From an optimization exercise on the open Yosys and OpenROAD flow, aimed at small area and a short achievable clock period; shortcuts taken in it are not production practice.
Function was checked by simulation only, so behaviour that the tests miss may differ from the original.
No activity file was given, so power comes from the tool's default toggle rates.

Design TLB, start of the top module:
module TLB(
    input clk,
    input reset,
    output io_req_ready,
    input  io_req_valid,
    input [6:0] io_req_bits_asid,
    input [27:0] io_req_bits_vpn,
    input  io_req_bits_passthrough,
    input  io_req_bits_instruction,
    input  io_req_bits_store,
    output io_resp_miss,
    output[19:0] io_resp_ppn,
    output io_resp_xcpt_ld,
    output io_resp_xcpt_st,
    output io_resp_xcpt_if,
    output[7:0] io_resp_hit_idx,
    input  io_ptw_req_ready,
    output io_ptw_req_valid,
    output[26:0] io_ptw_req_bits_addr,
    output[1:0] io_ptw_req_bits_prv,
    output io_ptw_req_bits_store,
    output io_ptw_req_bits_fetch,
    input  io_ptw_resp_valid,
    input  io_ptw_resp_bits_error,
    input [19:0] io_ptw_resp_bits_pte_ppn,
    input [2:0] io_ptw_resp_bits_pte_reserved_for_software,
    input  io_ptw_resp_bits_pte_d,
    input  io_ptw_resp_bits_pte_r,
    input [3:0] io_ptw_resp_bits_pte_typ,
    input  io_ptw_resp_bits_pte_v,
    input  io_ptw_status_sd,
    input [30:0] io_ptw_status_zero2,
    input  io_ptw_status_sd_rv32,
    input [8:0] io_ptw_status_zero1,
    input [4:0] io_ptw_status_vm,
    input  io_ptw_status_mprv,
    input [1:0] io_ptw_status_xs,
    input [1:0] io_ptw_status_fs,
    input [1:0] io_ptw_status_prv3,
    input  io_ptw_status_ie3,
    input [1:0] io_ptw_status_prv2,
    input  io_ptw_status_ie2,
    input [1:0] io_ptw_status_prv1,
    input  io_ptw_status_ie1,
    input [1:0] io_ptw_status_prv,
    input  io_ptw_status_ie,
    input  io_ptw_invalidate
);
==> flow/config.mk <==
export PLATFORM = sky130hd
export DESIGN_NAME = TLB
export DESIGN_NICKNAME = TLB
export VERILOG_FILES = /design/flow/design.v
export SDC_FILE = /design/flow/constraint.sdc
export NUM_CORES = 4
export LEC_CHECK = 0
export CAP_MARGIN = 20
export CORE_MARGIN = 2
export CORE_UTILIZATION = 40
export CTS_BUF_LIST = sky130_fd_sc_hd__clkbuf_8 sky130_fd_sc_hd__clkbuf_16
export CTS_CLUSTER_DIAMETER = 100
export CTS_CLUSTER_SIZE = 20
export SETUP_SLACK_MARGIN = 1.8
export SLEW_MARGIN = 20
export SYNTH_HIERARCHICAL = 1
==> flow/constraint.sdc <==
create_clock -name core_clock -period 6.5 [get_ports {clk}]
set_input_delay 1.3000 -clock core_clock [delete_from_list [all_inputs] [get_ports {clk}]]
set_output_delay 1.3000 -clock core_clock [all_outputs]
set_load 0.01 [all_outputs]
standard.sh (not shown) runs the stock make flow with config.mk's settings and CLKGATE_MAP_FILE= SYNTH_SCRIPT=/design/flow/synth_recipe.tcl, a recipe that flattens the netlist after the stock synthesis.
==> flow/flow/run.sh <==
#!/bin/bash
# The standard layout flow, except that:
#  - the buffers put on the input and output ports are sky130_fd_sc_hd__buf_1
#    cells instead of the default delay buffer (timing repair resizes the ones
#    on critical paths);
#  - clock tree synthesis uses clkbuf_8 buffers for clusters of up to 16
#    flip-flops and inserts no dummy loads.
# The full output of the flow goes to standard.log in the folder this runs in.
set -euo pipefail
export BUFFER_PORTS_ARGS="-buffer_cell sky130_fd_sc_hd__buf_1"
export CTS_ARGS="-sink_clustering_enable -repair_clock_nets -dont_use_dummy_load -buf_list sky130_fd_sc_hd__clkbuf_8 -sink_clustering_size 16 -sink_clustering_max_diameter 70"
bash standard.sh > standard.log 2>&1
The first run went through all stages and came out clean.
Next try:
--- a/flow/design.v
+++ b/flow/design.v
@@ -95,26 +95,28 @@
       assign m[35] = 1'b1;
       wire [8:0] gn;
       for (b = 0; b < 8; b = b + 1) begin : l1
         g_nand4 n (.a(m[4*b]), .b(m[4*b+1]), .c(m[4*b+2]), .d(m[4*b+3]), .y(gn[b]));
       end
       g_nand3 n8 (.a(m[32]), .b(m[33]), .c(m[34]), .y(gn[8]));
       wire [2:0] h;
       for (b = 0; b < 3; b = b + 1) begin : l2
         g_nor3 o (.a(gn[3*b]), .b(gn[3*b+1]), .c(gn[3*b+2]), .y(h[b]));
       end
       g_and3 ha (.a(h[0]), .b(h[1]), .c(h[2]), .y(hits[i]));
-      g_and4 hv0 (.a(h[0]), .b(h[1]), .c(h[2]), .d(vm_a), .y(vh[0][i]));
-      g_and4 hv1 (.a(h[0]), .b(h[1]), .c(h[2]), .d(vm_a), .y(vh[1][i]));
-      g_and4 hv2 (.a(h[0]), .b(h[1]), .c(h[2]), .d(vm_b), .y(vh[2][i]));
-      g_and4 hv3 (.a(h[0]), .b(h[1]), .c(h[2]), .d(vm_b), .y(vh[3][i]));
+      wire vhn;
+      g_nand4 hv (.a(h[0]), .b(h[1]), .c(h[2]), .d(i < 4 ? vm_a : vm_b), .y(vhn));
+      g_inv hv0 (.a(vhn), .y(vh[0][i]));
+      g_inv hv1 (.a(vhn), .y(vh[1][i]));
+      g_inv hv2 (.a(vhn), .y(vh[2][i]));
+      g_inv hv3 (.a(vhn), .y(vh[3][i]));
     end
   endgenerate
   wire [7:0] ndm = ~dmiss;
   wire [19:0] va = io_req_bits_vpn[19:0];
   wire [3:0] vm_p;
   generate
     for (b = 0; b < 4; b = b + 1) begin : vmc
       g_vm v (.vm3(io_ptw_status_vm[3]), .pt(io_req_bits_passthrough), .mprv(io_ptw_status_mprv),
               .instr(io_req_bits_instruction), .prv1_hi(io_ptw_status_prv1[1]),
               .prv_hi(io_ptw_status_prv[1]), .y(vm_p[b]));
     end
@@ -228,22 +230,25 @@
   assign y = ~(a & b & c & d);
 endmodule
 module g_nand3(input a, input b, input c, output y);
   assign y = ~(a & b & c);
 endmodule
 module g_nor3(input a, input b, input c, output y);
   assign y = ~(a | b | c);
 endmodule
 module g_and3(input a, input b, input c, output y);
   assign y = a & b & c;
 endmodule
+module g_inv(input a, output y);
+  assign y = ~a;
+endmodule
 module g_and4(input a, input b, input c, input d, output y);
   assign y = a & b & c & d;
 endmodule
 module g_vm(input vm3, input pt, input mprv, input instr, input prv1_hi, input prv_hi,
             output y);
   assign y = vm3 & ~pt & ~((mprv & ~instr) ? prv1_hi : prv_hi);
 endmodule
 module g_sel8c(input [7:0] s, input [7:0] d, input c, output y);
   wire [3:0] t;
   g_a22oi a0 (.a1(s[0]), .a2(d[0]), .b1(s[1]), .b2(d[1]), .y(t[0]));
   g_a22oi a1 (.a1(s[2]), .a2(d[2]), .b1(s[3]), .b2(d[3]), .y(t[1]));
=> The new run produced a clean layout; clock-buffer cell count stays the same; total power grows by 0.30%; maximum frequency stays flat; utilization stays flat; wire length shrinks by 1.5%; critical path depth grows by 2; worst setup slack stays flat; clock skew shrinks by 0.018 ns; synthesized area shrinks by 0.62%; design area hardly moves; cell count grows by 1.5%.

* * *

TLB with an RTL version that a note above also has.
For scale: ~1400 cells after synthesis, ~540 flip-flops, ~200 I/O pins, roughly 23000 um^2 of cells after synthesis.
clock: 6.5 ns
lec_check: 0
cap_margin: 20
core_margin: 2
core_utilization: 40
cts_buf_list: sky130_fd_sc_hd__clkbuf_8 sky130_fd_sc_hd__clkbuf_16
cts_cluster_diameter: 100
cts_cluster_size: 20
setup_slack_margin: 2.0
slew_margin: 20
synth_hierarchical: 1
Scripts as last shown in full above: flow/flow/run.sh
Change:
--- a/flow/design.v
+++ b/flow/design.v
@@ -99,20 +99,18 @@
       end
       g_nand3 n8 (.a(m[32]), .b(m[33]), .c(m[34]), .y(gn[8]));
       wire [2:0] h;
       for (b = 0; b < 3; b = b + 1) begin : l2
         g_nor3 o (.a(gn[3*b]), .b(gn[3*b+1]), .c(gn[3*b+2]), .y(h[b]));
       end
       g_and3 ha (.a(h[0]), .b(h[1]), .c(h[2]), .y(hits[i]));
-      wire vhn;
-      g_nand4 hv (.a(h[0]), .b(h[1]), .c(h[2]), .d(i < 4 ? vm_a : vm_b), .y(vhn));
-      g_inv hv0 (.a(vhn), .y(vh[0][i]));
-      g_inv hv1 (.a(vhn), .y(vh[1][i]));
-      g_inv hv2 (.a(vhn), .y(vh[2][i]));
-      g_inv hv3 (.a(vhn), .y(vh[3][i]));
+      g_and4 hv0 (.a(h[0]), .b(h[1]), .c(h[2]), .d(vm_a), .y(vh[0][i]));
+      g_and4 hv1 (.a(h[0]), .b(h[1]), .c(h[2]), .d(vm_a), .y(vh[1][i]));
+      g_and4 hv2 (.a(h[0]), .b(h[1]), .c(h[2]), .d(vm_b), .y(vh[2][i]));
+      g_and4 hv3 (.a(h[0]), .b(h[1]), .c(h[2]), .d(vm_b), .y(vh[3][i]));
     end
   endgenerate
   wire [7:0] ndm = ~dmiss;
   wire [19:0] va = io_req_bits_vpn[19:0];
   wire [3:0] vm_p;
   generate
     for (b = 0; b < 4; b = b + 1) begin : vmc
@@ -234,17 +232,14 @@
 endmodule
 module g_nor3(input a, input b, input c, output y);
   assign y = ~(a | b | c);
 endmodule
 module g_and3(input a, input b, input c, output y);
   assign y = a & b & c;
 endmodule
-module g_inv(input a, output y);
-  assign y = ~a;
-endmodule
 module g_and4(input a, input b, input c, input d, output y);
   assign y = a & b & c & d;
 endmodule
 module g_vm(input vm3, input pt, input mprv, input instr, input prv1_hi, input prv_hi,
             output y);
   assign y = vm3 & ~pt & ~((mprv & ~instr) ? prv1_hi : prv_hi);
 endmodule
- The changed run passed the timing, design-rule and antenna checks
- area after synthesis grows by 0.62%
- total power hardly moves
- cell count shrinks by 0.68%
- maximum frequency grows by 2.4%
- design area grows by 1.4%
- sequential cell count does not change
- global-route usage is about the same
- die area grows by 0.61%
- critical path depth shrinks by 3
- clock power barely changes
- setup slack is better by 0.11 ns
- synthesized cell count shrinks by 0.93%

* * *

TLB, a different RTL version from the one above (not shown whole).
Size in the first run: about 1400 cells after synthesis, ~200 I/O pins, about 23000 um2 of cells after synthesis.
==> module g_sel8c, before the edit <==
module g_sel8c(input [7:0] s, input [7:0] d, input c, output y);
  wire [3:0] t;
  g_a22oi a0 (.a1(s[0]), .a2(d[0]), .b1(s[1]), .b2(d[1]), .y(t[0]));
  g_a22oi a1 (.a1(s[2]), .a2(d[2]), .b1(s[3]), .b2(d[3]), .y(t[1]));
  g_a22oi a2 (.a1(s[4]), .a2(d[4]), .b1(s[5]), .b2(d[5]), .y(t[2]));
  g_a221oi a3 (.a1(s[6]), .a2(d[6]), .b1(s[7]), .b2(d[7]), .c1(c), .y(t[3]));
  g_nand4 n (.a(t[0]), .b(t[1]), .c(t[2]), .d(t[3]), .y(y));
endmodule
==> module g_sel8cn, before the edit <==
module g_sel8cn(input [7:0] s, input [7:0] d, input c, output y);
  wire [3:0] t;
  g_a22oi a0 (.a1(s[0]), .a2(d[0]), .b1(s[1]), .b2(d[1]), .y(t[0]));
  g_a22oi a1 (.a1(s[2]), .a2(d[2]), .b1(s[3]), .b2(d[3]), .y(t[1]));
  g_a22oi a2 (.a1(s[4]), .a2(d[4]), .b1(s[5]), .b2(d[5]), .y(t[2]));
  g_a221oi a3 (.a1(s[6]), .a2(d[6]), .b1(s[7]), .b2(d[7]), .c1(c), .y(t[3]));
  g_and4 n (.a(t[0]), .b(t[1]), .c(t[2]), .d(t[3]), .y(y));
endmodule
export LEC_CHECK = 0
export CAP_MARGIN = 20
export CORE_MARGIN = 2
export CORE_UTILIZATION = 40
export PLACE_DENSITY = 0.8
export SETUP_SLACK_MARGIN = 1.9
export SLEW_MARGIN = 20
export SYNTH_HIERARCHICAL = 1
create_clock -name core_clock -period 6.5 [get_ports {clk}]
Scripts as last shown in full above: flow/flow/run.sh
Edit:
--- a/flow/design.v
+++ b/flow/design.v
@@ -240,18 +240,8 @@
 endmodule
 module g_sel8c(input [7:0] s, input [7:0] d, input c, output y);
-  wire [3:0] t;
-  g_a22oi a0 (.a1(s[0]), .a2(d[0]), .b1(s[1]), .b2(d[1]), .y(t[0]));
-  g_a22oi a1 (.a1(s[2]), .a2(d[2]), .b1(s[3]), .b2(d[3]), .y(t[1]));
-  g_a22oi a2 (.a1(s[4]), .a2(d[4]), .b1(s[5]), .b2(d[5]), .y(t[2]));
-  g_a221oi a3 (.a1(s[6]), .a2(d[6]), .b1(s[7]), .b2(d[7]), .c1(c), .y(t[3]));
-  g_nand4 n (.a(t[0]), .b(t[1]), .c(t[2]), .d(t[3]), .y(y));
+  assign y = (|(s & d)) | c;
 endmodule
 module g_sel8cn(input [7:0] s, input [7:0] d, input c, output y);
-  wire [3:0] t;
-  g_a22oi a0 (.a1(s[0]), .a2(d[0]), .b1(s[1]), .b2(d[1]), .y(t[0]));
-  g_a22oi a1 (.a1(s[2]), .a2(d[2]), .b1(s[3]), .b2(d[3]), .y(t[1]));
-  g_a22oi a2 (.a1(s[4]), .a2(d[4]), .b1(s[5]), .b2(d[5]), .y(t[2]));
-  g_a221oi a3 (.a1(s[6]), .a2(d[6]), .b1(s[7]), .b2(d[7]), .c1(c), .y(t[3]));
-  g_and4 n (.a(t[0]), .b(t[1]), .c(t[2]), .d(t[3]), .y(y));
+  assign y = ~((|(s & d)) | c);
 endmodule
 module g_a221oi(input a1, input a2, input b1, input b2, input c1, output y);
Result:
- register-to-register slack gets worse by 0.29 ns
- sequential cell count does not change
- die area came out lower by 1.6%
- core utilization came out higher by 0.22 points
- cell area decreases by 1.4%
- sequential share of layout area grows by 0.91 points
- wire length climbs by 1.7%
- power stays flat
- setup slack improves by 0.0066 ns
- first-iteration DRC count climbs by 58%

==> re-timing with driven ports <==
In the flow no input, the clock included, has a driving cell. The finished layouts below were timed again as built, in two steps. Step 1 (the two cells are an assumption about what drives the block):
set clk [get_ports {clk}]
set_driving_cell -lib_cell sky130_fd_sc_hd__clkbuf_16 $clk
set_driving_cell -lib_cell sky130_fd_sc_hd__buf_2 [delete_from_list [all_inputs] $clk]
Step 2, shift: input delay + t, output delay - t, t = (earliest + latest rising clock arrival at the registers) / 2. This alone moves slack from input paths to output paths. Slacks: no drivers / after step 1 / after step 2; pairs: no drivers / after step 1.
run | t, ns | setup slack, ns | clock arrival spread, ns | worst register clock-pin slew, ns | cell pins on the clock port's net
the first run of note 1 | 0.658 | 1.877 / 1.812 / 1.812 | 0.080 / 0.080 | 0.11 / 0.11 | 1
the second run of note 1 | 0.672 | 1.878 / 1.858 / 1.858 | 0.060 / 0.060 | 0.10 / 0.10 | 1
the first run of note 2 | 0.670 | 1.928 / 1.904 / 1.904 | 0.063 / 0.062 | 0.11 / 0.11 | 1
the second run of note 2 | 0.661 | 2.033 / 2.002 / 2.002 | 0.078 / 0.078 | 0.11 / 0.11 | 1
the first run of note 3 | 0.647 | 1.898 / 1.866 / 1.866 | 0.058 / 0.059 | 0.11 / 0.11 | 1
the second run of note 3 | 0.664 | 1.904 / 1.883 / 1.883 | 0.069 / 0.069 | 0.10 / 0.10 | 1
After both steps setup and hold are still met in every run listed. The setup slack of the first run of note 1, which loses most, moves by -0.065 ns with the drivers and by -0.065 ns with both steps.
